Source: an optimization exercise on an open RTL-to-GDS flow (aim: small area, a short achievable clock period and few clock cycles). Production flows keep margins and buffers that such runs may drop.
The RTL was checked by simulation tests, not by an equivalence proof against the original design.

$ cat flow/run.sh
#!/bin/bash
# synth_recipe.tcl (not shown) runs the flow's synth.tcl, then flattens the netlist and writes it again
# the make line also repeats each setting of config.mk as NAME=value (left out here)
make -C /OpenROAD-flow-scripts/flow DESIGN_CONFIG=/design/flow/config.mk WORK_HOME=/design/flow/orfs CLKGATE_MAP_FILE= SYNTH_SCRIPT=/design/flow/synth_recipe.tcl finish
$ cat flow/constraint.sdc
create_clock -name core_clock -period 14.0 [get_ports {clk}]
set_input_delay 2.8000 -clock core_clock [delete_from_list [all_inputs] [get_ports {clk}]]
set_output_delay 2.8000 -clock core_clock [all_outputs]
set_load 0.01 [all_outputs]
$ cat flow/config.mk
export PLATFORM = sky130hd
export DESIGN_NAME = arm
export DESIGN_NICKNAME = arm
export VERILOG_FILES = /design/flow/design.v
export SDC_FILE = /design/flow/constraint.sdc
export NUM_CORES = 4
export LEC_CHECK = 0
export CAP_MARGIN = 20
export CORE_MARGIN = 2
export CORE_UTILIZATION = 40
export SLEW_MARGIN = 20
$ cat flow/design.v
`timescale 1ns / 1ps
module regfile (
	input  wire        clk,
	input  wire        we3,
	input  wire [3:0]  ra1,
	input  wire [3:0]  ra2,
	input  wire [3:0]  wa3,
	input  wire [31:0] wd3,
	input  wire [31:0] r15,
	output wire [31:0] rd1,
	output wire [31:0] rd2
);
	reg [31:0] rf [14:0];
	always @(posedge clk)
		if (we3)
			rf[wa3] <= wd3;
	assign rd1 = (ra1 == 4'b1111) ? r15 : rf[ra1];
	assign rd2 = (ra2 == 4'b1111) ? r15 : rf[ra2];
endmodule
`timescale 1ns / 1ps
module alu (
	input  wire [31:0] a,
	input  wire [31:0] b,
	input  wire [3:0]  cmd,
	input  wire        sub,
	input  wire        lop,
	output reg  [31:0] Result,
	output wire [31:0] Sum,
	output wire [3:0]  ALUFlags
);
	wire [31:0] bb = sub ? ~b : b;
	wire [32:0] sum = {1'b0, a} + {1'b0, bb} + {32'b0, sub};
	assign Sum = sum[31:0];
	always @(*)
		if (~lop)
			Result = sum[31:0];
		else
			case (cmd)
				4'b0000, 4'b1000: Result = a & b;
				4'b0001:          Result = a ^ b;
				4'b1100:          Result = a | b;
				default:          Result = sum[31:0];
			endcase
	wire v = (a[31] ^ sum[31]) & ~(a[31] ^ bb[31]);
	assign ALUFlags = {Result[31], Result == 32'b0, sum[32], v};
endmodule
module mulstep (input wire [31:0] a, input wire [8:0] ch, input wire [23:0] as,
                input wire [23:0] ac, output wire [31:0] s, output wire [31:0] c);
  wire one0, two0, neg0;
  wire pp0_0;
  wire pp0_1;
  wire pp0_2;
  wire pp0_3;
  wire pp0_4;
  wire pp0_5;
  wire pp0_6;
  wire pp0_7;
  wire pp0_8;
  wire pp0_9;
  wire pp0_10;
  wire pp0_11;
  wire pp0_12;
  wire pp0_13;
  wire pp0_14;
  wire pp0_15;
  wire pp0_16;
  wire pp0_17;
  wire pp0_18;
  wire pp0_19;
  wire pp0_20;
  wire pp0_21;
  wire pp0_22;
  wire pp0_23;
  wire pp0_24;
  wire pp0_25;
  wire pp0_26;
  wire pp0_27;
  wire pp0_28;
  wire pp0_29;
  wire pp0_30;
  wire pp0_31;
  wire one1, two1, neg1;
  wire pp1_0;
  wire pp1_1;
  wire pp1_2;
  wire pp1_3;
  wire pp1_4;
  wire pp1_5;
  wire pp1_6;
  wire pp1_7;
  wire pp1_8;
  wire pp1_9;
  wire pp1_10;
  wire pp1_11;
  wire pp1_12;
  wire pp1_13;
  wire pp1_14;
  wire pp1_15;
  wire pp1_16;
  wire pp1_17;
  wire pp1_18;
  wire pp1_19;
  wire pp1_20;
  wire pp1_21;
  wire pp1_22;
  wire pp1_23;
  wire pp1_24;
  wire pp1_25;
  wire pp1_26;
  wire pp1_27;
  wire pp1_28;
  wire pp1_29;
  wire one2, two2, neg2;
  wire pp2_0;
  wire pp2_1;
  wire pp2_2;
  wire pp2_3;
  wire pp2_4;
  wire pp2_5;
  wire pp2_6;
  wire pp2_7;
  wire pp2_8;
  wire pp2_9;
  wire pp2_10;
  wire pp2_11;
  wire pp2_12;
  wire pp2_13;
  wire pp2_14;
  wire pp2_15;
  wire pp2_16;
  wire pp2_17;
  wire pp2_18;
  wire pp2_19;
  wire pp2_20;
  wire pp2_21;
  wire pp2_22;
  wire pp2_23;
  wire pp2_24;
  wire pp2_25;
  wire pp2_26;
  wire pp2_27;
  wire one3, two3, neg3;
  wire pp3_0;
  wire pp3_1;
  wire pp3_2;
  wire pp3_3;
  wire pp3_4;
  wire pp3_5;
  wire pp3_6;
  wire pp3_7;
  wire pp3_8;
  wire pp3_9;
  wire pp3_10;
  wire pp3_11;
  wire pp3_12;
  wire pp3_13;
  wire pp3_14;
  wire pp3_15;
  wire pp3_16;
  wire pp3_17;
  wire pp3_18;
  wire pp3_19;
  wire pp3_20;
  wire pp3_21;
  wire pp3_22;
  wire pp3_23;
  wire pp3_24;
  wire pp3_25;
  wire s1, c2;
  wire s3, c4;
  wire s5, c6;
  wire s7, c8;
  wire s9, c10;
  wire s11, c12;
  wire s13, c14;
  wire s15, c16;
  wire s17, c18;
  wire s19, c20;
  wire s21, c22;
  wire s23, c24;
  wire s25, c26;
  wire s27, c28;
  wire s29, c30;
  wire s31, c32;
  wire s33, c34;
  wire s35, c36;
  wire s37, c38;
  wire s39, c40;
  wire s41, c42;
  wire s43, c44;
  wire s45, c46;
  wire s47, c48;
  wire s49, c50;
  wire s51, c52;
  wire s53, c54;
  wire s55, c56;
  wire s57, c58;
  wire s59, c60;
  wire s61, c62;
  wire s63, c64;
  wire s65, c66;
  wire s67, c68;
  wire s69, c70;
  wire s71, c72;
  wire s73, c74;
  wire s75, c76;
  wire s77, c78;
  wire s79, c80;
  wire s81, c82;
  wire s83, c84;
  wire s85, c86;
  wire s87, c88;
  wire s89, c90;
  wire s91, c92;
  wire s93, c94;
  wire s95, c96;
  wire s97, c98;
  wire s99, c100;
  wire s101, c102;
  wire s103, c104;
  wire s105, c106;
  wire s107, c108;
  wire s109, c110;
  wire s111, c112;
  wire s113, c114;
  wire s115, c116;
  wire s117, c118;
  wire s119, c120;
  wire s121, c122;
  wire s123, c124;
  wire s125, c126;
  wire s127, c128;
  wire s129, c130;
  wire s131, c132;
  wire s133, c134;
  wire s135, c136;
  wire s137, c138;
  wire s139, c140;
  wire s141, c142;
  wire s143, c144;
  wire s145, c146;
  wire s147, c148;
  wire s149, c150;
  wire s151, c152;
  wire s153, c154;
  wire s155, c156;
  wire s157, c158;
  wire s159, c160;
  wire s161, c162;
  wire s163, c164;
  wire s165, c166;
  wire s167, c168;
  wire s169, c170;
  wire s171, c172;
  wire s173, c174;
  wire s175, c176;
  wire s177, c178;
  wire s179, c180;
  wire s181, c182;
  wire s183, c184;
  wire s185, c186;
  wire s187, c188;
  wire s189, c190;
  wire s191, c192;
  wire s193, c194;
  wire s195, c196;
  wire s197, c198;
  wire s199, c200;
  wire s201, c202;
  wire s203, c204;
  wire s205, c206;
  wire s207, c208;
  wire s209, c210;
  wire s211, c212;
  wire s213, c214;
  wire s215, c216;
  assign one0 = ch[1] ^ ch[0];
  assign two0 = (ch[2] & ~ch[1] & ~ch[0]) | (~ch[2] & ch[1] & ch[0]);
  assign neg0 = ch[2];
  assign pp0_0 = ((one0 & a[0]) | (two0 & 1'b0)) ^ neg0;
  assign pp0_1 = ((one0 & a[1]) | (two0 & a[0])) ^ neg0;
  assign pp0_2 = ((one0 & a[2]) | (two0 & a[1])) ^ neg0;
  assign pp0_3 = ((one0 & a[3]) | (two0 & a[2])) ^ neg0;
  assign pp0_4 = ((one0 & a[4]) | (two0 & a[3])) ^ neg0;
  assign pp0_5 = ((one0 & a[5]) | (two0 & a[4])) ^ neg0;
  assign pp0_6 = ((one0 & a[6]) | (two0 & a[5])) ^ neg0;
  assign pp0_7 = ((one0 & a[7]) | (two0 & a[6])) ^ neg0;
  assign pp0_8 = ((one0 & a[8]) | (two0 & a[7])) ^ neg0;
  assign pp0_9 = ((one0 & a[9]) | (two0 & a[8])) ^ neg0;
  assign pp0_10 = ((one0 & a[10]) | (two0 & a[9])) ^ neg0;
  assign pp0_11 = ((one0 & a[11]) | (two0 & a[10])) ^ neg0;
  assign pp0_12 = ((one0 & a[12]) | (two0 & a[11])) ^ neg0;
  assign pp0_13 = ((one0 & a[13]) | (two0 & a[12])) ^ neg0;
  assign pp0_14 = ((one0 & a[14]) | (two0 & a[13])) ^ neg0;
  assign pp0_15 = ((one0 & a[15]) | (two0 & a[14])) ^ neg0;
  assign pp0_16 = ((one0 & a[16]) | (two0 & a[15])) ^ neg0;
  assign pp0_17 = ((one0 & a[17]) | (two0 & a[16])) ^ neg0;
  assign pp0_18 = ((one0 & a[18]) | (two0 & a[17])) ^ neg0;
  assign pp0_19 = ((one0 & a[19]) | (two0 & a[18])) ^ neg0;
  assign pp0_20 = ((one0 & a[20]) | (two0 & a[19])) ^ neg0;
  assign pp0_21 = ((one0 & a[21]) | (two0 & a[20])) ^ neg0;
  assign pp0_22 = ((one0 & a[22]) | (two0 & a[21])) ^ neg0;
  assign pp0_23 = ((one0 & a[23]) | (two0 & a[22])) ^ neg0;
  assign pp0_24 = ((one0 & a[24]) | (two0 & a[23])) ^ neg0;
  assign pp0_25 = ((one0 & a[25]) | (two0 & a[24])) ^ neg0;
  assign pp0_26 = ((one0 & a[26]) | (two0 & a[25])) ^ neg0;
  assign pp0_27 = ((one0 & a[27]) | (two0 & a[26])) ^ neg0;
  assign pp0_28 = ((one0 & a[28]) | (two0 & a[27])) ^ neg0;
  assign pp0_29 = ((one0 & a[29]) | (two0 & a[28])) ^ neg0;
  assign pp0_30 = ((one0 & a[30]) | (two0 & a[29])) ^ neg0;
  assign pp0_31 = ((one0 & a[31]) | (two0 & a[30])) ^ neg0;
  assign one1 = ch[3] ^ ch[2];
  assign two1 = (ch[4] & ~ch[3] & ~ch[2]) | (~ch[4] & ch[3] & ch[2]);
  assign neg1 = ch[4];
  assign pp1_0 = ((one1 & a[0]) | (two1 & 1'b0)) ^ neg1;
  assign pp1_1 = ((one1 & a[1]) | (two1 & a[0])) ^ neg1;
  assign pp1_2 = ((one1 & a[2]) | (two1 & a[1])) ^ neg1;
  assign pp1_3 = ((one1 & a[3]) | (two1 & a[2])) ^ neg1;
  assign pp1_4 = ((one1 & a[4]) | (two1 & a[3])) ^ neg1;
  assign pp1_5 = ((one1 & a[5]) | (two1 & a[4])) ^ neg1;
  assign pp1_6 = ((one1 & a[6]) | (two1 & a[5])) ^ neg1;
  assign pp1_7 = ((one1 & a[7]) | (two1 & a[6])) ^ neg1;
  assign pp1_8 = ((one1 & a[8]) | (two1 & a[7])) ^ neg1;
  assign pp1_9 = ((one1 & a[9]) | (two1 & a[8])) ^ neg1;
  assign pp1_10 = ((one1 & a[10]) | (two1 & a[9])) ^ neg1;
  assign pp1_11 = ((one1 & a[11]) | (two1 & a[10])) ^ neg1;
  assign pp1_12 = ((one1 & a[12]) | (two1 & a[11])) ^ neg1;
  assign pp1_13 = ((one1 & a[13]) | (two1 & a[12])) ^ neg1;
  assign pp1_14 = ((one1 & a[14]) | (two1 & a[13])) ^ neg1;
  assign pp1_15 = ((one1 & a[15]) | (two1 & a[14])) ^ neg1;
  assign pp1_16 = ((one1 & a[16]) | (two1 & a[15])) ^ neg1;
  assign pp1_17 = ((one1 & a[17]) | (two1 & a[16])) ^ neg1;
  assign pp1_18 = ((one1 & a[18]) | (two1 & a[17])) ^ neg1;
  assign pp1_19 = ((one1 & a[19]) | (two1 & a[18])) ^ neg1;
  assign pp1_20 = ((one1 & a[20]) | (two1 & a[19])) ^ neg1;
  assign pp1_21 = ((one1 & a[21]) | (two1 & a[20])) ^ neg1;
  assign pp1_22 = ((one1 & a[22]) | (two1 & a[21])) ^ neg1;
  assign pp1_23 = ((one1 & a[23]) | (two1 & a[22])) ^ neg1;
  assign pp1_24 = ((one1 & a[24]) | (two1 & a[23])) ^ neg1;
  assign pp1_25 = ((one1 & a[25]) | (two1 & a[24])) ^ neg1;
  assign pp1_26 = ((one1 & a[26]) | (two1 & a[25])) ^ neg1;
  assign pp1_27 = ((one1 & a[27]) | (two1 & a[26])) ^ neg1;
  assign pp1_28 = ((one1 & a[28]) | (two1 & a[27])) ^ neg1;
  assign pp1_29 = ((one1 & a[29]) | (two1 & a[28])) ^ neg1;
  assign one2 = ch[5] ^ ch[4];
  assign two2 = (ch[6] & ~ch[5] & ~ch[4]) | (~ch[6] & ch[5] & ch[4]);
  assign neg2 = ch[6];
  assign pp2_0 = ((one2 & a[0]) | (two2 & 1'b0)) ^ neg2;
  assign pp2_1 = ((one2 & a[1]) | (two2 & a[0])) ^ neg2;
  assign pp2_2 = ((one2 & a[2]) | (two2 & a[1])) ^ neg2;
  assign pp2_3 = ((one2 & a[3]) | (two2 & a[2])) ^ neg2;
  assign pp2_4 = ((one2 & a[4]) | (two2 & a[3])) ^ neg2;
  assign pp2_5 = ((one2 & a[5]) | (two2 & a[4])) ^ neg2;
  assign pp2_6 = ((one2 & a[6]) | (two2 & a[5])) ^ neg2;
  assign pp2_7 = ((one2 & a[7]) | (two2 & a[6])) ^ neg2;
  assign pp2_8 = ((one2 & a[8]) | (two2 & a[7])) ^ neg2;
  assign pp2_9 = ((one2 & a[9]) | (two2 & a[8])) ^ neg2;
  assign pp2_10 = ((one2 & a[10]) | (two2 & a[9])) ^ neg2;
  assign pp2_11 = ((one2 & a[11]) | (two2 & a[10])) ^ neg2;
  assign pp2_12 = ((one2 & a[12]) | (two2 & a[11])) ^ neg2;
  assign pp2_13 = ((one2 & a[13]) | (two2 & a[12])) ^ neg2;
  assign pp2_14 = ((one2 & a[14]) | (two2 & a[13])) ^ neg2;
  assign pp2_15 = ((one2 & a[15]) | (two2 & a[14])) ^ neg2;
  assign pp2_16 = ((one2 & a[16]) | (two2 & a[15])) ^ neg2;
  assign pp2_17 = ((one2 & a[17]) | (two2 & a[16])) ^ neg2;
  assign pp2_18 = ((one2 & a[18]) | (two2 & a[17])) ^ neg2;
  assign pp2_19 = ((one2 & a[19]) | (two2 & a[18])) ^ neg2;
  assign pp2_20 = ((one2 & a[20]) | (two2 & a[19])) ^ neg2;
  assign pp2_21 = ((one2 & a[21]) | (two2 & a[20])) ^ neg2;
  assign pp2_22 = ((one2 & a[22]) | (two2 & a[21])) ^ neg2;
  assign pp2_23 = ((one2 & a[23]) | (two2 & a[22])) ^ neg2;
  assign pp2_24 = ((one2 & a[24]) | (two2 & a[23])) ^ neg2;
  assign pp2_25 = ((one2 & a[25]) | (two2 & a[24])) ^ neg2;
  assign pp2_26 = ((one2 & a[26]) | (two2 & a[25])) ^ neg2;
  assign pp2_27 = ((one2 & a[27]) | (two2 & a[26])) ^ neg2;
  assign one3 = ch[7] ^ ch[6];
  assign two3 = (ch[8] & ~ch[7] & ~ch[6]) | (~ch[8] & ch[7] & ch[6]);
  assign neg3 = ch[8];
  assign pp3_0 = ((one3 & a[0]) | (two3 & 1'b0)) ^ neg3;
  assign pp3_1 = ((one3 & a[1]) | (two3 & a[0])) ^ neg3;
  assign pp3_2 = ((one3 & a[2]) | (two3 & a[1])) ^ neg3;
  assign pp3_3 = ((one3 & a[3]) | (two3 & a[2])) ^ neg3;
  assign pp3_4 = ((one3 & a[4]) | (two3 & a[3])) ^ neg3;
  assign pp3_5 = ((one3 & a[5]) | (two3 & a[4])) ^ neg3;
  assign pp3_6 = ((one3 & a[6]) | (two3 & a[5])) ^ neg3;
  assign pp3_7 = ((one3 & a[7]) | (two3 & a[6])) ^ neg3;
  assign pp3_8 = ((one3 & a[8]) | (two3 & a[7])) ^ neg3;
  assign pp3_9 = ((one3 & a[9]) | (two3 & a[8])) ^ neg3;
  assign pp3_10 = ((one3 & a[10]) | (two3 & a[9])) ^ neg3;
  assign pp3_11 = ((one3 & a[11]) | (two3 & a[10])) ^ neg3;
  assign pp3_12 = ((one3 & a[12]) | (two3 & a[11])) ^ neg3;
  assign pp3_13 = ((one3 & a[13]) | (two3 & a[12])) ^ neg3;
  assign pp3_14 = ((one3 & a[14]) | (two3 & a[13])) ^ neg3;
  assign pp3_15 = ((one3 & a[15]) | (two3 & a[14])) ^ neg3;
  assign pp3_16 = ((one3 & a[16]) | (two3 & a[15])) ^ neg3;
  assign pp3_17 = ((one3 & a[17]) | (two3 & a[16])) ^ neg3;
  assign pp3_18 = ((one3 & a[18]) | (two3 & a[17])) ^ neg3;
  assign pp3_19 = ((one3 & a[19]) | (two3 & a[18])) ^ neg3;
  assign pp3_20 = ((one3 & a[20]) | (two3 & a[19])) ^ neg3;
  assign pp3_21 = ((one3 & a[21]) | (two3 & a[20])) ^ neg3;
  assign pp3_22 = ((one3 & a[22]) | (two3 & a[21])) ^ neg3;
  assign pp3_23 = ((one3 & a[23]) | (two3 & a[22])) ^ neg3;
  assign pp3_24 = ((one3 & a[24]) | (two3 & a[23])) ^ neg3;
  assign pp3_25 = ((one3 & a[25]) | (two3 & a[24])) ^ neg3;
  assign s1 = pp0_6 ^ pp1_4;
  assign c2 = pp0_6 & pp1_4;
  assign s3 = pp0_7 ^ pp1_5;
  assign c4 = pp0_7 & pp1_5;
  assign s5 = pp0_8 ^ pp1_6 ^ pp2_4;
  assign c6 = (pp0_8 & pp1_6) | (pp0_8 & pp2_4) | (pp1_6 & pp2_4);
  assign s7 = pp3_2 ^ as[0];
  assign c8 = pp3_2 & as[0];
  assign s9 = pp0_9 ^ pp1_7 ^ pp2_5;
  assign c10 = (pp0_9 & pp1_7) | (pp0_9 & pp2_5) | (pp1_7 & pp2_5);
  assign s11 = pp3_3 ^ as[1] ^ ac[1];
  assign c12 = (pp3_3 & as[1]) | (pp3_3 & ac[1]) | (as[1] & ac[1]);
  assign s13 = pp0_10 ^ pp1_8 ^ pp2_6;
  assign c14 = (pp0_10 & pp1_8) | (pp0_10 & pp2_6) | (pp1_8 & pp2_6);
  assign s15 = pp3_4 ^ as[2] ^ ac[2];
  assign c16 = (pp3_4 & as[2]) | (pp3_4 & ac[2]) | (as[2] & ac[2]);
  assign s17 = pp0_11 ^ pp1_9 ^ pp2_7;
  assign c18 = (pp0_11 & pp1_9) | (pp0_11 & pp2_7) | (pp1_9 & pp2_7);
  assign s19 = pp3_5 ^ as[3] ^ ac[3];
  assign c20 = (pp3_5 & as[3]) | (pp3_5 & ac[3]) | (as[3] & ac[3]);
  assign s21 = pp0_12 ^ pp1_10 ^ pp2_8;
  assign c22 = (pp0_12 & pp1_10) | (pp0_12 & pp2_8) | (pp1_10 & pp2_8);
  assign s23 = pp3_6 ^ as[4] ^ ac[4];
  assign c24 = (pp3_6 & as[4]) | (pp3_6 & ac[4]) | (as[4] & ac[4]);
  assign s25 = pp0_13 ^ pp1_11 ^ pp2_9;
  assign c26 = (pp0_13 & pp1_11) | (pp0_13 & pp2_9) | (pp1_11 & pp2_9);
  assign s27 = pp3_7 ^ as[5] ^ ac[5];
  assign c28 = (pp3_7 & as[5]) | (pp3_7 & ac[5]) | (as[5] & ac[5]);
  assign s29 = pp0_14 ^ pp1_12 ^ pp2_10;
  assign c30 = (pp0_14 & pp1_12) | (pp0_14 & pp2_10) | (pp1_12 & pp2_10);
  assign s31 = pp3_8 ^ as[6] ^ ac[6];
  assign c32 = (pp3_8 & as[6]) | (pp3_8 & ac[6]) | (as[6] & ac[6]);
  assign s33 = pp0_15 ^ pp1_13 ^ pp2_11;
  assign c34 = (pp0_15 & pp1_13) | (pp0_15 & pp2_11) | (pp1_13 & pp2_11);
  assign s35 = pp3_9 ^ as[7] ^ ac[7];
  assign c36 = (pp3_9 & as[7]) | (pp3_9 & ac[7]) | (as[7] & ac[7]);
  assign s37 = pp0_16 ^ pp1_14 ^ pp2_12;
  assign c38 = (pp0_16 & pp1_14) | (pp0_16 & pp2_12) | (pp1_14 & pp2_12);
  assign s39 = pp3_10 ^ as[8] ^ ac[8];
  assign c40 = (pp3_10 & as[8]) | (pp3_10 & ac[8]) | (as[8] & ac[8]);
  assign s41 = pp0_17 ^ pp1_15 ^ pp2_13;
  assign c42 = (pp0_17 & pp1_15) | (pp0_17 & pp2_13) | (pp1_15 & pp2_13);
  assign s43 = pp3_11 ^ as[9] ^ ac[9];
  assign c44 = (pp3_11 & as[9]) | (pp3_11 & ac[9]) | (as[9] & ac[9]);
  assign s45 = pp0_18 ^ pp1_16 ^ pp2_14;
  assign c46 = (pp0_18 & pp1_16) | (pp0_18 & pp2_14) | (pp1_16 & pp2_14);
  assign s47 = pp3_12 ^ as[10] ^ ac[10];
  assign c48 = (pp3_12 & as[10]) | (pp3_12 & ac[10]) | (as[10] & ac[10]);
  assign s49 = pp0_19 ^ pp1_17 ^ pp2_15;
  assign c50 = (pp0_19 & pp1_17) | (pp0_19 & pp2_15) | (pp1_17 & pp2_15);
  assign s51 = pp3_13 ^ as[11] ^ ac[11];
  assign c52 = (pp3_13 & as[11]) | (pp3_13 & ac[11]) | (as[11] & ac[11]);
  assign s53 = pp0_20 ^ pp1_18 ^ pp2_16;
  assign c54 = (pp0_20 & pp1_18) | (pp0_20 & pp2_16) | (pp1_18 & pp2_16);
  assign s55 = pp3_14 ^ as[12] ^ ac[12];
  assign c56 = (pp3_14 & as[12]) | (pp3_14 & ac[12]) | (as[12] & ac[12]);
  assign s57 = pp0_21 ^ pp1_19 ^ pp2_17;
  assign c58 = (pp0_21 & pp1_19) | (pp0_21 & pp2_17) | (pp1_19 & pp2_17);
  assign s59 = pp3_15 ^ as[13] ^ ac[13];
  assign c60 = (pp3_15 & as[13]) | (pp3_15 & ac[13]) | (as[13] & ac[13]);
  assign s61 = pp0_22 ^ pp1_20 ^ pp2_18;
  assign c62 = (pp0_22 & pp1_20) | (pp0_22 & pp2_18) | (pp1_20 & pp2_18);
  assign s63 = pp3_16 ^ as[14] ^ ac[14];
  assign c64 = (pp3_16 & as[14]) | (pp3_16 & ac[14]) | (as[14] & ac[14]);
  assign s65 = pp0_23 ^ pp1_21 ^ pp2_19;
  assign c66 = (pp0_23 & pp1_21) | (pp0_23 & pp2_19) | (pp1_21 & pp2_19);
  assign s67 = pp3_17 ^ as[15] ^ ac[15];
  assign c68 = (pp3_17 & as[15]) | (pp3_17 & ac[15]) | (as[15] & ac[15]);
  assign s69 = pp0_24 ^ pp1_22 ^ pp2_20;
  assign c70 = (pp0_24 & pp1_22) | (pp0_24 & pp2_20) | (pp1_22 & pp2_20);
  assign s71 = pp3_18 ^ as[16] ^ ac[16];
  assign c72 = (pp3_18 & as[16]) | (pp3_18 & ac[16]) | (as[16] & ac[16]);
  assign s73 = pp0_25 ^ pp1_23 ^ pp2_21;
  assign c74 = (pp0_25 & pp1_23) | (pp0_25 & pp2_21) | (pp1_23 & pp2_21);
  assign s75 = pp3_19 ^ as[17] ^ ac[17];
  assign c76 = (pp3_19 & as[17]) | (pp3_19 & ac[17]) | (as[17] & ac[17]);
  assign s77 = pp0_26 ^ pp1_24 ^ pp2_22;
  assign c78 = (pp0_26 & pp1_24) | (pp0_26 & pp2_22) | (pp1_24 & pp2_22);
  assign s79 = pp3_20 ^ as[18] ^ ac[18];
  assign c80 = (pp3_20 & as[18]) | (pp3_20 & ac[18]) | (as[18] & ac[18]);
  assign s81 = pp0_27 ^ pp1_25 ^ pp2_23;
  assign c82 = (pp0_27 & pp1_25) | (pp0_27 & pp2_23) | (pp1_25 & pp2_23);
  assign s83 = pp3_21 ^ as[19] ^ ac[19];
  assign c84 = (pp3_21 & as[19]) | (pp3_21 & ac[19]) | (as[19] & ac[19]);
  assign s85 = pp0_28 ^ pp1_26 ^ pp2_24;
  assign c86 = (pp0_28 & pp1_26) | (pp0_28 & pp2_24) | (pp1_26 & pp2_24);
  assign s87 = pp3_22 ^ as[20] ^ ac[20];
  assign c88 = (pp3_22 & as[20]) | (pp3_22 & ac[20]) | (as[20] & ac[20]);
  assign s89 = pp0_29 ^ pp1_27 ^ pp2_25;
  assign c90 = (pp0_29 & pp1_27) | (pp0_29 & pp2_25) | (pp1_27 & pp2_25);
  assign s91 = pp3_23 ^ as[21] ^ ac[21];
  assign c92 = (pp3_23 & as[21]) | (pp3_23 & ac[21]) | (as[21] & ac[21]);
  assign s93 = pp0_30 ^ pp1_28 ^ pp2_26;
  assign c94 = (pp0_30 & pp1_28) | (pp0_30 & pp2_26) | (pp1_28 & pp2_26);
  assign s95 = pp3_24 ^ as[22] ^ ac[22];
  assign c96 = (pp3_24 & as[22]) | (pp3_24 & ac[22]) | (as[22] & ac[22]);
  assign s97 = pp0_31 ^ pp1_29 ^ pp2_27;
  assign c98 = (pp0_31 & pp1_29) | (pp0_31 & pp2_27) | (pp1_29 & pp2_27);
  assign s99 = pp3_25 ^ as[23] ^ ac[23];
  assign c100 = (pp3_25 & as[23]) | (pp3_25 & ac[23]) | (as[23] & ac[23]);
  assign s101 = pp0_4 ^ pp1_2;
  assign c102 = pp0_4 & pp1_2;
  assign s103 = pp0_5 ^ pp1_3;
  assign c104 = pp0_5 & pp1_3;
  assign s105 = s1 ^ pp2_2 ^ pp3_0;
  assign c106 = (s1 & pp2_2) | (s1 & pp3_0) | (pp2_2 & pp3_0);
  assign s107 = s3 ^ pp2_3 ^ pp3_1;
  assign c108 = (s3 & pp2_3) | (s3 & pp3_1) | (pp2_3 & pp3_1);
  assign s109 = s5 ^ s7 ^ ac[0];
  assign c110 = (s5 & s7) | (s5 & ac[0]) | (s7 & ac[0]);
  assign s111 = s9 ^ s11 ^ c6;
  assign c112 = (s9 & s11) | (s9 & c6) | (s11 & c6);
  assign s113 = s13 ^ s15 ^ c10;
  assign c114 = (s13 & s15) | (s13 & c10) | (s15 & c10);
  assign s115 = s17 ^ s19 ^ c14;
  assign c116 = (s17 & s19) | (s17 & c14) | (s19 & c14);
  assign s117 = s21 ^ s23 ^ c18;
  assign c118 = (s21 & s23) | (s21 & c18) | (s23 & c18);
  assign s119 = s25 ^ s27 ^ c22;
  assign c120 = (s25 & s27) | (s25 & c22) | (s27 & c22);
  assign s121 = s29 ^ s31 ^ c26;
  assign c122 = (s29 & s31) | (s29 & c26) | (s31 & c26);
  assign s123 = s33 ^ s35 ^ c30;
  assign c124 = (s33 & s35) | (s33 & c30) | (s35 & c30);
  assign s125 = s37 ^ s39 ^ c34;
  assign c126 = (s37 & s39) | (s37 & c34) | (s39 & c34);
  assign s127 = s41 ^ s43 ^ c38;
  assign c128 = (s41 & s43) | (s41 & c38) | (s43 & c38);
  assign s129 = s45 ^ s47 ^ c42;
  assign c130 = (s45 & s47) | (s45 & c42) | (s47 & c42);
  assign s131 = s49 ^ s51 ^ c46;
  assign c132 = (s49 & s51) | (s49 & c46) | (s51 & c46);
  assign s133 = s53 ^ s55 ^ c50;
  assign c134 = (s53 & s55) | (s53 & c50) | (s55 & c50);
  assign s135 = s57 ^ s59 ^ c54;
  assign c136 = (s57 & s59) | (s57 & c54) | (s59 & c54);
  assign s137 = s61 ^ s63 ^ c58;
  assign c138 = (s61 & s63) | (s61 & c58) | (s63 & c58);
  assign s139 = s65 ^ s67 ^ c62;
  assign c140 = (s65 & s67) | (s65 & c62) | (s67 & c62);
  assign s141 = s69 ^ s71 ^ c66;
  assign c142 = (s69 & s71) | (s69 & c66) | (s71 & c66);
  assign s143 = s73 ^ s75 ^ c70;
  assign c144 = (s73 & s75) | (s73 & c70) | (s75 & c70);
  assign s145 = s77 ^ s79 ^ c74;
  assign c146 = (s77 & s79) | (s77 & c74) | (s79 & c74);
  assign s147 = s81 ^ s83 ^ c78;
  assign c148 = (s81 & s83) | (s81 & c78) | (s83 & c78);
  assign s149 = s85 ^ s87 ^ c82;
  assign c150 = (s85 & s87) | (s85 & c82) | (s87 & c82);
  assign s151 = s89 ^ s91 ^ c86;
  assign c152 = (s89 & s91) | (s89 & c86) | (s91 & c86);
  assign s153 = s93 ^ s95 ^ c90;
  assign c154 = (s93 & s95) | (s93 & c90) | (s95 & c90);
  assign s155 = s97 ^ s99 ^ c94;
  assign c156 = (s97 & s99) | (s97 & c94) | (s99 & c94);
  assign s157 = pp0_2 ^ pp1_0;
  assign c158 = pp0_2 & pp1_0;
  assign s159 = pp0_3 ^ pp1_1;
  assign c160 = pp0_3 & pp1_1;
  assign s161 = s101 ^ pp2_0 ^ neg2;
  assign c162 = (s101 & pp2_0) | (s101 & neg2) | (pp2_0 & neg2);
  assign s163 = s103 ^ pp2_1 ^ c102;
  assign c164 = (s103 & pp2_1) | (s103 & c102) | (pp2_1 & c102);
  assign s165 = s105 ^ neg3 ^ c104;
  assign c166 = (s105 & neg3) | (s105 & c104) | (neg3 & c104);
  assign s167 = s107 ^ c2 ^ c106;
  assign c168 = (s107 & c2) | (s107 & c106) | (c2 & c106);
  assign s169 = s109 ^ c4 ^ c108;
  assign c170 = (s109 & c4) | (s109 & c108) | (c4 & c108);
  assign s171 = s111 ^ c8 ^ c110;
  assign c172 = (s111 & c8) | (s111 & c110) | (c8 & c110);
  assign s173 = s113 ^ c12 ^ c112;
  assign c174 = (s113 & c12) | (s113 & c112) | (c12 & c112);
  assign s175 = s115 ^ c16 ^ c114;
  assign c176 = (s115 & c16) | (s115 & c114) | (c16 & c114);
  assign s177 = s117 ^ c20 ^ c116;
  assign c178 = (s117 & c20) | (s117 & c116) | (c20 & c116);
  assign s179 = s119 ^ c24 ^ c118;
  assign c180 = (s119 & c24) | (s119 & c118) | (c24 & c118);
  assign s181 = s121 ^ c28 ^ c120;
  assign c182 = (s121 & c28) | (s121 & c120) | (c28 & c120);
  assign s183 = s123 ^ c32 ^ c122;
  assign c184 = (s123 & c32) | (s123 & c122) | (c32 & c122);
  assign s185 = s125 ^ c36 ^ c124;
  assign c186 = (s125 & c36) | (s125 & c124) | (c36 & c124);
  assign s187 = s127 ^ c40 ^ c126;
  assign c188 = (s127 & c40) | (s127 & c126) | (c40 & c126);
  assign s189 = s129 ^ c44 ^ c128;
  assign c190 = (s129 & c44) | (s129 & c128) | (c44 & c128);
  assign s191 = s131 ^ c48 ^ c130;
  assign c192 = (s131 & c48) | (s131 & c130) | (c48 & c130);
  assign s193 = s133 ^ c52 ^ c132;
  assign c194 = (s133 & c52) | (s133 & c132) | (c52 & c132);
  assign s195 = s135 ^ c56 ^ c134;
  assign c196 = (s135 & c56) | (s135 & c134) | (c56 & c134);
  assign s197 = s137 ^ c60 ^ c136;
  assign c198 = (s137 & c60) | (s137 & c136) | (c60 & c136);
  assign s199 = s139 ^ c64 ^ c138;
  assign c200 = (s139 & c64) | (s139 & c138) | (c64 & c138);
  assign s201 = s141 ^ c68 ^ c140;
  assign c202 = (s141 & c68) | (s141 & c140) | (c68 & c140);
  assign s203 = s143 ^ c72 ^ c142;
  assign c204 = (s143 & c72) | (s143 & c142) | (c72 & c142);
  assign s205 = s145 ^ c76 ^ c144;
  assign c206 = (s145 & c76) | (s145 & c144) | (c76 & c144);
  assign s207 = s147 ^ c80 ^ c146;
  assign c208 = (s147 & c80) | (s147 & c146) | (c80 & c146);
  assign s209 = s149 ^ c84 ^ c148;
  assign c210 = (s149 & c84) | (s149 & c148) | (c84 & c148);
  assign s211 = s151 ^ c88 ^ c150;
  assign c212 = (s151 & c88) | (s151 & c150) | (c88 & c150);
  assign s213 = s153 ^ c92 ^ c152;
  assign c214 = (s153 & c92) | (s153 & c152) | (c92 & c152);
  assign s215 = s155 ^ c96 ^ c154;
  assign c216 = (s155 & c96) | (s155 & c154) | (c96 & c154);
  assign s = {s215, s213, s211, s209, s207, s205, s203, s201, s199, s197, s195, s193, s191, s189, s187, s185, s183, s181, s179, s177, s175, s173, s171, s169, s167, s165, s163, s161, s159, s157, pp0_1, pp0_0};
  assign c = {c214, c212, c210, c208, c206, c204, c202, c200, c198, c196, c194, c192, c190, c188, c186, c184, c182, c180, c178, c176, c174, c172, c170, c168, c166, c164, c162, c160, c158, neg1, 1'b0, neg0};
endmodule
`timescale 1ns / 1ps
module condcheck (
	input wire [3:0] Cond,
	input wire [3:0] Flags,
	output reg CondEx
);
	wire neg, zero, carry, overflow;
	wire ge;
	assign {neg, zero, carry, overflow} = Flags;
	assign ge = (neg == overflow);
	always @(*) begin
		case (Cond)
			4'b0000: CondEx = zero;
			4'b0001: CondEx = ~zero;
			4'b0010: CondEx = carry;
			4'b0011: CondEx = ~carry;
			4'b0100: CondEx = neg;
			4'b0101: CondEx = ~neg;
			4'b0110: CondEx = overflow;
			4'b0111: CondEx = ~overflow;
			4'b1000: CondEx = carry & ~zero;
			4'b1001: CondEx = ~(carry & ~zero);
			4'b1010: CondEx = ge;
			4'b1011: CondEx = ~ge;
			4'b1100: CondEx = ~zero & ge;
			4'b1101: CondEx = ~(~zero & ge);
			4'b1110: CondEx = 1'b1;
			default: CondEx = 1'b0;
		endcase
	end
endmodule
`timescale 1ns / 1ps
module arm (
	input  wire        clk,
	input  wire        reset,
	output wire        MemWrite,
	output wire [31:0] Adr,
	output wire [31:0] WriteData,
	input  wire [31:0] ReadData
);
	reg  [31:2] fpc;     
	reg  [31:0] ir;      
	reg  [31:28] tgthi;  
	reg         iv;      
	reg  [3:0]  flags;   
	reg         ml, mw;  
	reg  [3:0]  mrd;     
	reg  [2:0]  mcnt;    
	reg  [31:0] xr, yr;  
	wire [31:2] fpc4 = fpc + 30'd1;
	wire [31:0] r15 = {fpc4, 2'b00};
	wire [31:2] tgt = {tgthi, ir[25:0]};
	wire mcyc = ml | mw;
	wire [3:0] cmd    = ir[24:21];
	wire       sbit   = ir[20];
	wire       is_b   = ir[27];
	wire       is_mem = ~ir[27] & ir[26];
	wire       is_mul = ~ir[27] & ~ir[26] & ~ir[25] & ir[7];
	wire       is_dp  = ~ir[27] & ~ir[26] & ~is_mul;
	wire pass;
	condcheck cc (.Cond(ir[31:28]), .Flags(flags), .CondEx(pass));
	wire ex = iv & pass & ~mcyc;
	wire mulfin = mcnt == 3'd4;
	wire mulbusy = ex & is_mul & ~mulfin;
	wire btaken = ex & is_b;
	wire fetch = ~mcyc & ~mulbusy;
	wire [3:0] ra1 = is_mul ? ir[11:8] : ir[19:16];
	wire [3:0] ra2 = is_mem ? ir[15:12] : ir[3:0];
	wire [3:0] wa  = mcyc ? mrd : (is_mul ? ir[19:16] : ir[15:12]);
	wire [31:0] rd1, rd2, res;
	wire [31:0] mulres = xr + yr;
	wire [31:0] exres = mulfin ? mulres : res;
	wire [31:0] wd = mcyc ? ReadData : exres;
	wire we = ml | (ex & (is_dp | mulfin));
	regfile rf (.clk(clk), .we3(we), .ra1(ra1), .ra2(ra2), .wa3(wa), .wd3(wd),
	            .r15(r15), .rd1(rd1), .rd2(rd2));
	reg [31:0] op2;
	always @(*)
		if (is_mem)
			op2 = {20'b0, ir[11:0]};
		else if (ir[25])
			op2 = {24'b0, ir[7:0]};
		else
			op2 = rd2;
	wire sub = ~is_mem & (cmd == 4'b0010);
	wire [31:0] sum;
	wire [3:0] aflags;
	alu alu (.a(rd1), .b(op2), .cmd(cmd), .sub(sub), .lop(is_dp),
	         .Result(res), .Sum(sum), .ALUFlags(aflags));
	reg [8:0] ch;
	always @(*)
		case (mcnt[1:0])
			2'd0: ch = rd1[31:23];
			2'd1: ch = rd1[23:15];
			2'd2: ch = rd1[15:7];
			default: ch = {rd1[7:0], 1'b0};
		endcase
	wire first = mcnt == 3'd0;
	wire [31:0] ps, pc;
	mulstep ms (.a(rd2), .ch(ch), .as(first ? 24'b0 : xr[23:0]), .ac(first ? 24'b0 : yr[23:0]),
	            .s(ps), .c(pc));
	wire setnz = ex & sbit & (is_dp | mulfin);
	wire setcv = ex & sbit & is_dp &
	             ((cmd == 4'b0100) | (cmd == 4'b0010) | (cmd == 4'b1010) | (cmd == 4'b1011));
	always @(posedge clk or posedge reset)
		if (reset)
			flags <= 4'b0;
		else begin
			if (setnz) flags[3:2] <= {exres[31], exres == 32'b0};
			if (setcv) flags[1:0] <= aflags[1:0];
		end
	assign Adr = mcyc ? xr : {(btaken ? tgt : fpc), 2'b00};
	assign MemWrite = mw;
	assign WriteData = yr;
	wire [31:2] ftgt = Adr[31:2] + 30'd2 + {{6{ReadData[23]}}, ReadData[23:0]};
	always @(posedge clk or posedge reset)
		if (reset) begin
			fpc <= 30'b0;
			iv <= 1'b0;
			ml <= 1'b0;
			mw <= 1'b0;
			mcnt <= 3'd0;
		end else begin
			if (fetch) begin
				iv <= 1'b1;
				fpc <= btaken ? tgt + 30'd1 : fpc4;
			end
			ml <= ex & is_mem & ir[20];
			mw <= ex & is_mem & ~ir[20];
			mcnt <= mulbusy ? mcnt + 3'd1 : 3'd0;
		end
	always @(posedge clk) begin
		if (fetch) begin
			if (ReadData[27])
				{tgthi, ir} <= {ftgt[31:28], ReadData[31:26], ftgt[27:2]};
			else
				{tgthi, ir} <= {4'b0, ReadData};
		end
		mrd <= ir[15:12];
		if (mulbusy) begin
			xr <= ps;
			yr <= pc;
		end else begin
			xr <= sum;
			yr <= rd2;
		end
	end
endmodule
==> metrics.cfg, run 1 <==
[status]
status = no timing/DRC/antenna violations

[cts]
root_buffer = clkbuf_16
clk_latency_ps = 680
cts_hold_buf = 0
cts_buffers = 73
h-tree-depth = 3
clk_pin_slew_ps = 60
cts_tree = built
post_cts_resized = 0
clock_path_buffers = 3
clkSinkCount = 624
post-cts-setup-buffers = 0

[setup_path]
cp.arrival_ps = 9950
cpMostUsedCell = xnor2_1
slowest_delay_ps = 700
path_max_fanout = 44
crit_type = reg2reg
worstPathRequired_ps = 14480
critPathSlowestCell = buf_4
end_kind = flip-flop
start_kind = flip-flop

[sta]
finalCritPeriodShare = 0.676
rsz0062_at_grt = no
skew_ps = 58.3
worst_pin_slew_ps = 1210
final_max_slew_viol_count = 0
period_needed_ps = 9470
hold_viol = 0
slew_headroom = 0.190
final-setup-viol-count = 0
fin_setup_tns_ps = 0
max_freq_mhz = 106

[yosys]
yosysMostFrequentCell = nand2_1
synth_common_cells = nand2_1, edfxtp_1, nor2_1
yosysWarnings = 4
avgSynthCellArea_um2 = 10.3
synth_seq_area_share = 0.408
synth_area_um2 = 43800
synth.distinct_cells = 104
yosysTopAreaCellShare = 0.354
syn_inst = 4258
synth_seq_cells = 624
synth_edf_count = 516
synth_nets = 4585
synth_area_leader_cell = edfxtp_1
synth.area.top_cells = edfxtp_1, mux4_2, ha_1, nand2_1, fa_1
synthArstFlopShare = 0.0641
synth_flop_cell = edfxtp_1

[route]
drtIter0Drc = 4859
ant_nets = 0
vias_per_cell = 6.43
wl_per_cell_um = 30.0
route.detailed.drc = 0
dr.pass1.iters = 6
drt-total-wl_um = 172000
vias = 36700

[floorplanning]
rows = 121
core-area_um2 = 109000
dieHeight_um = 335
die_x_um = 335
design.die.area_um2 = 112000
boundaryPins = 99
initial_core_util = 0.403

[grt]
antenna_found_initial = 5
grt-ovfl-total = 0
use_met1 = 0.387
use_met3 = 0.0556
use_met2 = 0.466
track_usage = 0.299
grt_max_degree = 99
busiest_layer = met2
grt_pass1_vias = 34500
grt_pass1_wl_um = 244000

[final_layout]
nFillCells = 10100
nNetsFinal = 4566
area_growth_syn_to_layout_pct = 12.0
utilization = 0.451
drive_above_1_share = 0.129

[placement]
dp_hpwl_um = 116000
io_buffer_count = 98
place.gp.congestion = 1.04

[flow_run]
drv_cap = 0

[min_path]
hp-class = reg2reg

[area by class of cell]
| cell class | instances | area [µm²] | area share |
|---|---|---|---|
| diodes | 2 | 5.00 | 0.000102 |
| clock buffers | 80 | 1870 | 0.0382 |
| clock inverters | 54 | 604 | 0.0123 |
| inverters | 143 | 539 | 0.0110 |
| multi-input cells | 3172 | 24400 | 0.498 |
| flip-flops and latches | 624 | 17900 | 0.364 |
| well taps | 1414 | 1770 | 0.0361 |
| repair buffers | 225 | 1940 | 0.0395 |
[final timing paths]
kind                              from  slack, ps  cells past startpoint  endpoint
min in group asynchronous        reset       2610                      2   fpc[24]
worst max-delay path            ir[25]       4530                     29    xr[31]
worst min register to register      iv        470                      1        iv
worst max register to register  ir[25]       4530                     29    xr[31]
max in group asynchronous        reset      10850                      2   mcnt[1]
worst min-delay path                iv        470                      1        iv
[logic make-up (layout without fill, tap and decap cells)]
| group | Yosys count | in the layout | synth area share |
|---|---|---|---|
| AND/OR/NAND/NOR | 1310 | 1310 | 0.130 |
| flip-flops | 624 | 624 | 0.408 |
| buffers and inverters | 462 | 502 | 0.0427 |
| other | 0 | 2 | 0 |
| AO/OA/AOI/OAI | 1047 | 1047 | 0.155 |
| XOR/XNOR | 215 | 215 | 0.0430 |
| adder cells (fa/ha/maj) | 293 | 293 | 0.101 |
| multiplexers | 307 | 307 | 0.121 |
[state kept, by name (all words and copies together) (netlist names)]
| signal | cells |
|---|---|
| mw | 1 |
| mcnt | 3 |
| yr | 32 |
| rf.rf | 480 |
| fpc | 30 |
| flags | 4 |
| ir | 32 |
| tgthi | 4 |
| mrd | 4 |
| ml | 1 |
| iv | 1 |
| xr | 32 |
[cell usage in the layout (no fill, tap or decap), types with 17 or more instances in the layout]
| cell | count |
|---|---|
| a21oi_1 | 203 |
| and3_1 | 17 |
| xor2_1 | 75 |
| nor2_1 | 345 |
| nor3_1 | 39 |
| a31oi_1 | 140 |
| a21o_1 | 33 |
| mux2_2 | 36 |
| nand2b_1 | 40 |
| edfxtp_1 | 516 |
| nand4_1 | 24 |
| o21ai_0 | 211 |
| nand3_1 | 62 |
| clkdlybuf4s50_1 | 97 |
| a311oi_1 | 30 |
| mux4_2 | 172 |
| clkinv_2 | 19 |
| nand2_1 | 617 |
| and2_1 | 59 |
| a211oi_1 | 40 |
| ha_1 | 195 |
| xnor2_1 | 140 |
| inv_1 | 135 |
| o22ai_1 | 157 |
| buf_4 | 124 |
| dfxtp_1 | 68 |
| clkbuf_16 | 73 |
| fa_1 | 98 |
| mux2i_1 | 87 |
| a22oi_1 | 28 |
| a221oi_1 | 18 |
| dfrtp_1 | 40 |
[worst max-delay path, delay by kind of cell, from the launching register on]
kind / cells / cell delay, ps
adders and majority gates: 2 / 900
AOI/OAI and AO/OA: 7 / 1980
buffers and inverters: 5 / 2370
DFF: 1 / 580
muxes: 2 / 1150
and+or+nand+nor: 4 / 660
xor gates and xnor gates: 9 / 1510
[per-stage QoR]
step | worst slack (ps) | instances | hold WS [ps] | cell area [µm²]
5_1_grt | 4060 | 5712 | 469 | 49000
4_1_cts | 4710 | 5712 | 465 | 49000
6_report | 4530 | 5714 | 469 | 49000
2_1_floorplan | 6910 | 4258 | 346 | 43800
3_5_place_dp | 4750 | 5578 | 448 | 46500
3_3_place_gp | 4810 | 5576 | 446 | 46500
[metal layers]
layer,share of wire,routed length [µm],vias up
li1,-,-,15800
met1,0.38,64700,18200
met2,0.45,77000,2257
met3,0.10,17700,486
met4,0.071,12100,6
met5,0.00019,33,-
Testbench counts, summed over its fixed seeds: cycles 35,928.
==> run 2: changes to the inputs <==
--- a/flow/design.v
+++ b/flow/design.v
@@ -4,4 +4,4 @@
 	input  wire        we3,
-	input  wire [3:0]  ra1,
-	input  wire [3:0]  ra2,
+	input  wire [16:0] s1,
+	input  wire [16:0] s2,
 	input  wire [3:0]  wa3,
@@ -9,4 +9,6 @@
 	input  wire [31:0] r15,
-	output wire [31:0] rd1,
-	output wire [31:0] rd2
+	input  wire [31:0] x1,
+	input  wire [31:0] x2,
+	output reg  [31:0] rd1,
+	output reg  [31:0] rd2
 );
@@ -16,4 +18,11 @@
 			rf[wa3] <= wd3;
-	assign rd1 = (ra1 == 4'b1111) ? r15 : rf[ra1];
-	assign rd2 = (ra2 == 4'b1111) ? r15 : rf[ra2];
+	integer i;
+	always @(*) begin
+		rd1 = ({32{s1[15]}} & r15) | ({32{s1[16]}} & x1);
+		rd2 = ({32{s2[15]}} & r15) | ({32{s2[16]}} & x2);
+		for (i = 0; i < 15; i = i + 1) begin
+			rd1 = rd1 | ({32{s1[i]}} & rf[i]);
+			rd2 = rd2 | ({32{s2[i]}} & rf[i]);
+		end
+	end
 endmodule
@@ -672,4 +681,2 @@
 	reg  [31:0] xr, yr;  
-	wire [31:2] fpc4 = fpc + 30'd1;
-	wire [31:0] r15 = {fpc4, 2'b00};
 	wire [31:2] tgt = {tgthi, ir[25:0]};
@@ -688,13 +695,14 @@
 	wire btaken = ex & is_b;
+	wire [31:2] fpc4 = fpc + 30'd1;
+	wire [31:0] r15 = {fpc4, 2'b00};
 	wire fetch = ~mcyc & ~mulbusy;
-	wire [3:0] ra1 = is_mul ? ir[11:8] : ir[19:16];
-	wire [3:0] ra2 = is_mem ? ir[15:12] : ir[3:0];
-	wire [3:0] wa  = mcyc ? mrd : (is_mul ? ir[19:16] : ir[15:12]);
+	reg  [16:0] s1, s2;         
+	reg  [3:0]  wax;            
+	wire [3:0] wa = mcyc ? mrd : wax;
 	wire [31:0] rd1, rd2, res;
-	wire [31:0] mulres = xr + yr;
-	wire [31:0] exres = mulfin ? mulres : res;
+	wire [31:0] exres = res;
 	wire [31:0] wd = mcyc ? ReadData : exres;
 	wire we = ml | (ex & (is_dp | mulfin));
-	regfile rf (.clk(clk), .we3(we), .ra1(ra1), .ra2(ra2), .wa3(wa), .wd3(wd),
-	            .r15(r15), .rd1(rd1), .rd2(rd2));
+	regfile rf (.clk(clk), .we3(we), .s1(s1), .s2(s2), .wa3(wa), .wd3(wd),
+	            .r15(r15), .x1(xr), .x2(yr), .rd1(rd1), .rd2(rd2));
 	reg [31:0] op2;
@@ -761,3 +769,12 @@
 		end
-		mrd <= ir[15:12];
+		if (fetch) begin
+			s1 <= 17'b1 << ((ReadData[27:25] == 3'b000 && ReadData[7]) ? ReadData[11:8] : ReadData[19:16]);
+			s2 <= 17'b1 << ((ReadData[27:26] == 2'b01) ? ReadData[15:12] : ReadData[3:0]);
+			wax <= (ReadData[27:25] == 3'b000 && ReadData[7]) ? ReadData[19:16] : ReadData[15:12];
+		end
+		if (mulbusy && mcnt == 3'd3) begin
+			s1 <= 17'h10000;
+			s2 <= 17'h10000;
+		end
+		mrd <= wax;
 		if (mulbusy) begin
==> flow/flow/run.sh (new file) <==
#!/bin/bash
set -euo pipefail
bash standard.sh SETUP_SLACK_MARGIN=8 finish > standard.log 2>&1
==> flow/standard.sh (new file) <==
#!/bin/bash
# synth_recipe.tcl (not shown) runs the flow's synth.tcl, then flattens the netlist and writes it again
# the make line also repeats each setting of config.mk as NAME=value (left out here)
make -C /OpenROAD-flow-scripts/flow DESIGN_CONFIG=/design/flow/config.mk WORK_HOME=/design/flow/orfs CLKGATE_MAP_FILE= SYNTH_SCRIPT=/design/flow/synth_recipe.tcl "${@:-finish}"
removed: flow/run.sh
==> run 2 against run 1 <==
Cell count down 0.67%. Register-to-register slack better by 3400 ps. Clock skew fell by 17 ps. Sequential share of layout area is 1.1 points higher. Sequential cell count is 37 higher. Worst setup slack better by 3400 ps. Synthesized cell count down 4.9%. Global-route usage rose by 8.0 points. Routed wire length increased by 23%. Clock-buffer cell count grew 24. Via count up 8.4%. Critical endpoint is now rf.rf[2][28]. Largest cell class unchanged.
==> metrics.cfg, run 2 <==
[cts]
clkSinkCount = 661
cts_hold_buf = 0
cts_buffers = 75
cts_tree = built
root_buffer = clkbuf_16
clk_pin_slew_ps = 60
clk_latency_ps = 680
clock_path_buffers = 3
h-tree-depth = 3

[yosys]
synth_area_um2 = 41100
synth_seq_cells = 661
syn_inst = 4050
synth.area.top_cells = edfxtp_1, a22oi_1, ha_1, dfxtp_1, fa_1
synth_common_cells = edfxtp_1, a22oi_1, nand2_1
synth_flop_cell = edfxtp_1
synthArstFlopShare = 0.0605
synth_area_leader_cell = edfxtp_1
yosysMostFrequentCell = edfxtp_1
yosysWarnings = 4
avgSynthCellArea_um2 = 10.1
yosysTopAreaCellShare = 0.380
synth.distinct_cells = 92
synth_seq_area_share = 0.454
synth_nets = 4348
synth_edf_count = 520

[grt]
grt_pass1_wl_um = 284000
grt_max_degree = 78
track_usage = 0.380
grt_pass1_vias = 36300
grt-ovfl-total = 0
antenna_found_initial = 16

[setup_path]
crit_type = reg2reg
worstPathRequired_ps = 14390
cp.arrival_ps = 6470
end_kind = flip-flop
start_kind = flip-flop
reg2reg_slack_ps = 7920
path_max_fanout = 32

[final_layout]
largest_register_ffs = 480
stdcell_area_um2 = 49900
drive_above_1_share = 0.185
utilization = 0.490
mostFrequentLayoutCells = edfxtp_1, a22oi_1, nand2_1
top_register = rf.rf
nNetsFinal = 4527
final_common_cell = edfxtp_1
area_growth_syn_to_layout_pct = 21.6
finalNonFillerCells = 5676

[floorplanning]
core-area_um2 = 102000
design.die.area_um2 = 105000
initial_core_util = 0.403
rows = 117
boundaryPins = 99
die_x_um = 324
dieHeight_um = 324

[route]
route.detailed.drc = 0
dr.pass1.iters = 8
vias_per_cell = 7.02
drtIter0Drc = 7455
ant_nets = 0
vias = 39800
drt-total-wl_um = 210000
wl_per_cell_um = 37.0

[sta]
period_needed_ps = 6080
rsz0062_at_grt = yes
slew_headroom = 0.178
max_freq_mhz = 165
fin_setup_tns_ps = 0
hold_viol = 0
skew_ps = 41.0
finalCritPeriodShare = 0.434
final-setup-viol-count = 0
final_max_slew_viol_count = 0
worst_pin_slew_ps = 1220

[placement]
place_inst = 5347
dp_hpwl_um = 135000
io_buffer_count = 98
placedInstanceArea_um2 = 43900
place.gp.congestion = 1.04

[min_path]
hp-class = reg2reg

[flow_run]
drv_cap = 0

[status]
status = no timing/DRC/antenna violations

==> run 2: cells by family (layout without fill, tap and decap cells) <==
logic type / after synthesis / after routing / share of synthesized area
AOI/OAI and AO/OA: 1362 / 1363 / 0.228
DFF: 661 / 661 / 0.454
xor gates and xnor gates: 194 / 194 / 0.0415
buffers and inverters: 439 / 672 / 0.0413
and+or+nand+nor: 1090 / 1096 / 0.126
muxes: 40 / 40 / 0.0107
adders and majority gates: 264 / 264 / 0.0983
other: 0 / 18 / 0
==> run 2: layout make-up <==
cell class / count / area, µm²
Fill cell: 9349 / 51900
Multi-Input combinational cell: 2957 / 22500
Sequential cell: 661 / 18700
Timing Repair Buffer: 403 / 3960
Clock buffer: 104 / 2100
Tap cell: 1368 / 1710
Inverter: 131 / 518
Clock inverter: 34 / 362
Antenna cell: 18 / 45.0
==> run 2: repair_timing <==
action	4_1_cts	5_1_grt
pin swaps	60	92
gates resized for setup	367	209
gates cloned	13	8
endpoints found under the setup margin	284	200
setup buffers	71	80
==> run 2: stage by stage <==
step | hold slack, ps | worst slack, ps
detailed placement | 384 | 6660
finish | 402 | 7920
global route | 416 | 7840
CTS | 401 | 7920
global placement | 376 | 6750
floorplan | 370 | 8030
==> run 2: per-layer routing <==
| layer | up-vias | track usage | wire, µm |
|---|---|---|---|
| met5 | - | 0.00679 | 185 |
| met4 | 16 | 0.259 | 18900 |
| met3 | 993 | 0.165 | 34600 |
| met2 | 3711 | 0.530 | 83600 |
| met1 | 19300 | 0.471 | 72900 |
| li1 | 15800 | - | - |
==> run 2: final timing paths <==
kind | from | to | cells past startpoint
worst max-delay path | s2[10] | rf.rf[2][28] | 22
worst min-delay path | wax[1] | mrd[1] | 0
worst max register to register | s2[10] | rf.rf[2][28] | 22
worst min register to register | wax[1] | mrd[1] | 0
max in group asynchronous | reset | fpc[14] | 2
min in group asynchronous | reset | fpc[19] | 2
==> run 2: worst max-delay path, cell delays in order, from the launching register on <==
cell,delay (ps)
dfxtp_2,330
buf_8,250
nand2_1,110
o21ai_0,100
a221oi_1,330
and3_1,200
and3_2,450
o21ai_1,200
xnor2_1,180
ha_1,360
a21o_1,240
a221o_1,380
a211oi_4,320
o211ai_1,210
a41o_1,340
a2111o_1,420
a31o_2,270
a21o_1,180
a21oi_1,160
xor2_1,250
mux2_2,250
o21ai_4,70
buf_12,170
Testbench counts of run 2, summed over its fixed seeds: cycles 35,928.
==> run 3: changes to the inputs <==
==> flow/flow/run.sh (replaced) <==
#!/bin/bash
set -euo pipefail
bash standard.sh SETUP_SLACK_MARGIN=8.3 TNS_END_PERCENT=30 finish > standard.log 2>&1
--- a/flow/config.mk
+++ b/flow/config.mk
@@ -9,3 +9,4 @@
 export CORE_MARGIN = 2
-export CORE_UTILIZATION = 40
+export CORE_UTILIZATION = 55
+export PLACE_DENSITY = 0.72
 export SLEW_MARGIN = 20
==> run 3 against run 2 <==
Non-clock buffer count grew 56. Die area shrank 27%.
==> metrics.cfg, run 3 <==
[placement]
detailedPlace.worstSlack_ps = 6630
placedInstanceArea_um2 = 43500
dp_hpwl_um = 128000
io_buffer_count = 98
place.gp.congestion = 1.09

[setup_path]
worst-path-buf-inv = 2
crit_start = xr[22]
r2r_start = xr[22]
crit_type = reg2reg
worstPathRequired_ps = 14410
cp.arrival_ps = 6500
cpMostUsedCell = fa_1
cpLargestDelayFamily = compound AO/OA/AOI/OAI gates
path_depth = 16
path_max_fanout = 9
crit_chain = a221oi_2 > nand4_1 > a21o_4 > a222oi_1 > mux2i_4 > and2_4 > buf_12 > buf_4 > o21ai_0 > a21oi_1 > a221oi_1 > fa_1 > fa_1 > fa_1 > nand2_1 > o21ai_0
critPathSlowestCell = nand4_1
reg2reg_depth = 16
slowest_delay_ps = 650
end_kind = flip-flop
start_kind = flip-flop

[route]
wl_met3_um = 38700
drt-total-wl_um = 205000
top_layer_used = met5
ant_nets = 0
vias = 41400
wl_met2_um = 79000
drtIter0Drc = 9113
dr.pass1.iters = 12
wl_per_cell_um = 38.5
vias_per_cell = 7.77
met1_length_um = 65200
route.detailed.drc = 0

[floorplanning]
rows = 100
initial_core_util = 0.554
core-area_um2 = 74200
die_x_um = 277
boundaryPins = 99
dieHeight_um = 277
design.die.area_um2 = 76900

[final_layout]
nNetsFinal = 4581
top_register = rf.rf
stdcell_area_um2 = 50200
mostFrequentLayoutCells = edfxtp_1, a22oi_1, nand2_1
utilization = 0.677
seq_area_um2 = 18800
largest_register_ffs = 480
final_common_cell = edfxtp_1
multi_input_area_um2 = 22800
drive_above_1_share = 0.207
area_growth_syn_to_layout_pct = 22.2
nFillCells = 5597

[cts]
cts_tree = built
root_buffer = clkbuf_16
clkSinkCount = 661
clk_pin_slew_ps = 60
clk_latency_ps = 680
h-tree-depth = 3
cts_buffers = 74
clock_path_buffers = 3

[sta]
max_freq_mhz = 164
finalCritPeriodShare = 0.435
period_needed_ps = 6090
final-setup-viol-count = 0
rsz0062_at_grt = yes
worst_pin_slew_ps = 1280
hold_viol = 0
fin_setup_tns_ps = 0
skew_ps = 42.8
setup_slack_ps = 7910
slew_headroom = 0.136
final_max_slew_viol_count = 0

[yosys]
synth_area_um2 = 41100
synth.distinct_cells = 92
yosysMostFrequentCell = edfxtp_1
synth_flop_cell = edfxtp_1
yosysWarnings = 4
synth_seq_area_share = 0.454
yosysTopAreaCellShare = 0.380
synth_seq_cells = 661
synth_common_cells = edfxtp_1, a22oi_1, nand2_1
synth_area_leader_cell = edfxtp_1
synth_nets = 4348
synthArstFlopShare = 0.0605
synth_edf_count = 520
avgSynthCellArea_um2 = 10.1
syn_inst = 4050
synth.area.top_cells = edfxtp_1, a22oi_1, ha_1, dfxtp_1, fa_1

[min_path]
min-delay-start = wax[0]
hp-class = reg2reg
whs_path_depth = 0

[status]
status = no timing/DRC/antenna violations

[grt]
grt_pass1_vias = 36700
grt_max_degree = 84
grt-ovfl-total = 0
track_usage = 0.503
antenna_found_initial = 22
grt_pass1_wl_um = 273000

[flow_run]
drv_cap = 0

==> run 3: cell type report <==
cell class | instances | share of cell area
diodes | 18 | 0.000897
clock buffers | 94 | 0.0394
clock inverters | 38 | 0.00870
inverters | 131 | 0.0103
multi-input cells | 2956 | 0.454
flip-flops and latches | 661 | 0.374
well taps | 969 | 0.0241
repair buffers | 459 | 0.0894
==> run 3: layer usage <==
layer,GRT usage,vias to the layer above
met5,0.0432,-
met4,0.379,18
met3,0.254,1445
met2,0.680,4572
met1,0.604,19400
li1,-,16000
==> run 3: cell families after synthesis <==
logic type,after synthesis,share of synthesized area
buf+inv,439,0.0413
flops,661,0.454
compound gates,1362,0.228
fa+ha+maj,264,0.0983
simple gates,1090,0.126
xor+xnor,194,0.0415
mux,40,0.0107
==> run 3: what timing repair did <==
action / CTS / global route
gates resized for setup: 420 / 230
setup endpoints to repair: 377 / 328
cloned: 13 / 13
setup buffers: 78 / 121
hold buffers: 0 / 0
pin swaps: 65 / 81
==> run 3: per-stage QoR <==
step	hold WS, ps	std cells
after detailed placement	384	4951
final	396	5326
after global placement	375	4951
after CTS	398	5174
after global routing	408	5310
after floorplan	370	4050
==> run 3: worst register-to-register path, stage by stage (launching register included) <==
cell,delay (ps)
dfxtp_1,640
a221oi_2,400
nand4_1,650
a21o_4,460
a222oi_1,400
mux2i_4,220
and2_4,210
buf_12,130
buf_4,170
o21ai_0,210
a21oi_1,100
a221oi_1,340
fa_1,510
fa_1,430
fa_1,560
nand2_1,110
o21ai_0,290
==> run 3: final timing paths <==
kind                           end  slack, ps
max in group asynchronous  fpc[19]      10870
min in group asynchronous  mcnt[1]       2620
max                         xr[25]       7910
max reg2reg                 xr[25]       7910
min reg2reg                 mrd[0]        400
min                         mrd[0]        400

## port drivers added, routing unchanged
The flow's constraints put no driver on any port. The routed layouts listed below were extracted and timed again, unchanged, in two steps.
Step 1 (the two cells are an assumption about what drives the block):
set clk [get_ports {clk}]
set_driving_cell -lib_cell sky130_fd_sc_hd__clkbuf_16 $clk
set_driving_cell -lib_cell sky130_fd_sc_hd__buf_2 [delete_from_list [all_inputs] $clk]
Step 2 also shifts input and output timing later by t, the mid clock arrival at the registers, as if the neighbouring blocks saw the same clock.
Slacks: no drivers / after step 1 / after step 2; pairs: no drivers / after step 1.
| run | t (ns) | setup slack, ns | hold WS [ns] |
|---|---|---|---|
| run 1 | 0.711 | 4.529 / 4.529 / 4.529 | 0.469 / 0.469 / 0.469 |
| run 2 | 0.718 | 7.924 / 7.909 / 7.438 | 0.402 / 0.402 / 0.402 |
| run 3 | 0.732 | 7.910 / 7.890 / 7.312 | 0.396 / 0.396 / 0.396 |
After both steps every run listed still meets setup and hold. For run 3, which loses most, drivers alone change the setup slack by -0.020 ns; drivers and shift together by -0.598 ns.
